Context: an optimization exercise on an open-source flow, tuned for small area. The choices shown serve that exercise and are no tape-out recipe.
Only simulation tests tie the RTL to the original design; equivalence was not proved.
Power is estimated from default activity; no workload was simulated.

## bop_it
module bop_it(
	input clk,
	input rst,
	input [7:0] sw,
	input [4:0] btns,
	output [7:0] leds,
	output [6:0] ssd_digit,
	output [3:0] ssd_select
	);
localparam S_INIT = 3'd0, S_IDLE = 3'd1, S_LVL = 3'd2, S_LOSE = 3'd3,
           S_RNG = 3'd4, S_CHK = 3'd5, S_DLVL = 3'd6, S_WIN = 3'd7;
localparam D_BLANK = 3'd0, D_LET = 3'd1, D_LUL = 3'd2, D_DASH = 3'd4, D_SCORE = 3'd5;
reg [5:0] e;
reg [2:0] state;
reg [7:0] cnt;
reg [2:0] dm;
reg [12:0] move;
reg [7:0] sw_prev;
reg [4:0] btn_press;
reg corr;
reg [2:0] pa;      
reg [3:0] pb;      
reg [31:0] R;
reg [20:0] ring;
wire tick = &e;
wire [1:0] idx = {e[5] ^ e[4], ~e[4]};
wire st_rng = (state == S_RNG);
wire st_chk = (state == S_CHK);
wire [6:0] ce;
assign ce[0] = 1'b1;
genvar gi;
generate for (gi = 1; gi < 7; gi = gi + 1) begin : g_ce
	assign ce[gi] = ce[gi-1] & e[gi-1];
end endgenerate
wire [5:0] e_inc = e ^ ce[5:0];
wire [8:0] cc;
assign cc[0] = tick;
generate for (gi = 1; gi < 9; gi = gi + 1) begin : g_cc
	assign cc[gi] = cc[gi-1] & cnt[gi-1];
end endgenerate
wire [7:0] cnt_inc = cnt ^ cc[7:0];
reg [2:0] lvr;
always @(*) begin
	case (pa)
	3'd0: lvr = {2'b00, pb[3]};
	3'd1: lvr = (pb[3] | (pb[2] & pb[1])) ? 3'd2 : 3'd1;
	3'd2: lvr = (pb[3] | pb[2]) ? 3'd3 : 3'd2;
	3'd3: lvr = (pb[3] | pb[2] | pb[1]) ? 3'd4 : 3'd3;
	3'd4: lvr = pb[3] ? 3'd6 : 3'd5;
	3'd5: lvr = (pb[3] | (pb[2] & pb[1])) ? 3'd7 : 3'd6;
	default: lvr = 3'd7;
	endcase
end
wire l7 = pb[0] & (pa[0] ^ pb[1]) & (pa[1] ^ pb[2] ^ (pa[0] & pb[1]));
wire is64 = pa[2] & pa[1] & pb[2];
wire newgame = st_rng & dm[2];
wire ng = ~newgame;
wire m9 = ng & (lvr == 3'd2 || lvr == 3'd3 || lvr == 3'd4);
wire m13 = ng & (lvr[2] & (lvr[1] | lvr[0]));
wire n2 = ng & (lvr != 3'd0);
wire n3 = ng & (lvr[2] | (lvr[1] & lvr[0]));
wire n4 = ng & (lvr[2] & lvr[1]);
wire g3 = lvr[2] & ~lvr[1];
wire g2 = lvr[2] & lvr[1];
  ...
Size in the first run: about 630 cells after synthesis, roughly 110 flip-flops, about 34 I/O pins, ~4900 um^2 of cells after synthesis.
Settings: LEC_CHECK=0, ABC_AREA=1, CAP_MARGIN=20, CORE_MARGIN=2, CORE_UTILIZATION=40, SLEW_MARGIN=20; clock period 80.0 ns.
standard.sh (not shown) runs the stock make flow with config.mk's settings and CLKGATE_MAP_FILE= SYNTH_SCRIPT=/design/flow/synth_recipe.tcl, a recipe that flattens the netlist after the stock synthesis.
==> flow/flow/run.sh <==
#!/bin/bash
# The standard ORFS layout (standard.sh), with four changes that only affect area:
#  * no ADDER_MAP_FILE, so Yosys does not turn XOR/AND pairs into half-adder
#    cells ahead of ABC and ABC maps all the combinational logic;
#  * ABC restructures the combinational logic with &deepsyn and maps it for
#    area only (no buffering or upsizing; the clock period is 80 ns), from a
#    copy of ORFS's scripts folder;
#  * port buffers are sky130_fd_sc_hd__buf_1;
#  * CTS uses clkbuf_4 buffers and no dummy loads.
# Registers are untouched: synthesis is synth_recipe.tcl / ORFS synth.tcl up to
# the same dfflibmap; only the adder step and the ABC script differ.
set -euo pipefail
cp -r "$FLOW_HOME/scripts" ./scripts_area
printf 'strash\n&get -n\n&st\n&deepsyn -T 30\n&put\ndch -f\namap\ntopo\nstime -c\n' > ./scripts_area/abc_area.script
export BUFFER_PORTS_ARGS="-buffer_cell sky130_fd_sc_hd__buf_1"
export CTS_ARGS="-sink_clustering_enable -repair_clock_nets -buf_list sky130_fd_sc_hd__clkbuf_8 -root_buf sky130_fd_sc_hd__clkbuf_8 -dont_use_dummy_load"
bash standard.sh SCRIPTS_DIR="$PWD/scripts_area" ADDER_MAP_FILE= finish > standard.log 2>&1
The first run went through all stages and came out clean.
Then changed:
--- a/flow/flow/run.sh
+++ b/flow/flow/run.sh
@@ -9 +9 @@
-#  * CTS uses clkbuf_4 buffers and no dummy loads.
+#  * CTS uses clkbuf_8 buffers and no dummy loads.
--- a/flow/config.mk
+++ b/flow/config.mk
@@ -11,0 +12 @@
+export GPL_TIMING_DRIVEN = 0
Result: The changed run completed without violations. Die area is unchanged. Wire length went down by 2.3%. Critical path depth stays the same. Worst setup slack got worse by 0.27 ns. Sequential share of layout area barely changes. Cell area stays flat. Clock-buffer cell count is unchanged. Via count went down by about 0.7%. First-iteration DRC count went down by about 1.3%.

========
bop_it, a different RTL version from the one above (not shown whole).
Size: roughly 590 cells after synthesis, about 34 I/O pins, about 5400 sq um of cells after synthesis.
Settings: LEC_CHECK=0, ABC_AREA=1, CAP_MARGIN=20, CORE_MARGIN=2, CORE_UTILIZATION=40, SLEW_MARGIN=20; clock period 80.0 ns.
==> flow/flow/run.sh <==
#!/bin/bash
# The standard ORFS layout (standard.sh), with three changes that only affect area:
#  * ABC restructures the combinational logic with &deepsyn and maps it for
#    area only (no buffering or upsizing; the clock period is 80 ns), from a
#    copy of ORFS's scripts folder;
#  * port buffers are sky130_fd_sc_hd__buf_1;
#  * CTS uses clkbuf_4 buffers and no dummy loads.
# Registers are untouched: synthesis is synth_recipe.tcl / ORFS synth.tcl up to
# the same dfflibmap, only the ABC script differs.
set -euo pipefail
cp -r "$FLOW_HOME/scripts" ./scripts_area
printf 'strash\n&get -n\n&st\n&deepsyn -T 30\n&put\ndch -f\namap\ntopo\nstime -c\n' > ./scripts_area/abc_area.script
export BUFFER_PORTS_ARGS="-buffer_cell sky130_fd_sc_hd__buf_1"
export CTS_ARGS="-sink_clustering_enable -repair_clock_nets -buf_list sky130_fd_sc_hd__clkbuf_4 -root_buf sky130_fd_sc_hd__clkbuf_4 -dont_use_dummy_load"
bash standard.sh SCRIPTS_DIR="$PWD/scripts_area" finish > standard.log 2>&1
The baseline completed without violations.
Next try:
==> flow/flow/run.sh (replaced) <==
#!/bin/bash
# The standard ORFS layout (standard.sh), with four changes that only affect area:
#  * no ADDER_MAP_FILE, so Yosys does not turn XOR/AND pairs into half-adder
#    cells ahead of ABC and ABC maps all the combinational logic;
#  * ABC restructures the combinational logic with &deepsyn and maps it for
#    area only (no buffering or upsizing; the clock period is 80 ns), from a
#    copy of ORFS's scripts folder;
#  * port buffers are sky130_fd_sc_hd__buf_1;
#  * CTS uses clkbuf_4 buffers and no dummy loads.
# Registers are untouched: synthesis is synth_recipe.tcl / ORFS synth.tcl up to
# the same dfflibmap; only the adder step and the ABC script differ.
set -euo pipefail
cp -r "$FLOW_HOME/scripts" ./scripts_area
printf 'strash\n&get -n\n&st\n&deepsyn -T 30\n&put\ndch -f\namap\ntopo\nstime -c\n' > ./scripts_area/abc_area.script
export BUFFER_PORTS_ARGS="-buffer_cell sky130_fd_sc_hd__buf_1"
export CTS_ARGS="-sink_clustering_enable -repair_clock_nets -buf_list sky130_fd_sc_hd__clkbuf_4 -root_buf sky130_fd_sc_hd__clkbuf_4 -dont_use_dummy_load"
bash standard.sh SCRIPTS_DIR="$PWD/scripts_area" ADDER_MAP_FILE= finish > standard.log 2>&1
What happened:
- wire length decreases by 2.0%
- utilization is lower by 0.23 points
- sequential share of layout area came out higher by 2.8 points
- design area is lower by 6.0%
- non-clock buffer count climbs by 1
- setup slack gets better by 0.10 ns
- power is lower by about 9%
- via count hardly moves
- global-route usage grows by 1.2 points
- flip-flop and latch count stays the same
- clock power stays flat

static timing again, ports no longer ideal:
The results above use ideal ports. As a check the final layouts listed here were re-extracted and re-timed, cells and wires unchanged. Step 1, drivers: a clkbuf_16 drives clk and a buf_2 each remaining input, both assumed. Step 2 also shifts input and output timing later by t, the mid clock arrival at the registers, as if the neighbouring blocks saw the same clock. a / b / c = no drivers / after step 1 / after step 2; a / b = the first two.
| run | shift t [ns] | setup slack, ns | worst slew at a driven data input, ns |
|---|---|---|---|
| the first run of note 1 | 0.413 | 60.312 / 60.276 / 60.690 | 0.03 |
| the second run of note 1 | 0.402 | 60.047 / 60.010 / 60.413 | 0.03 |
| the first run of note 2 | 0.520 | 60.129 / 60.094 / 60.614 | 0.03 |
| the second run of note 2 | 0.544 | 60.232 / 60.201 / 60.745 | 0.03 |
After both steps every run listed still meets setup and hold.
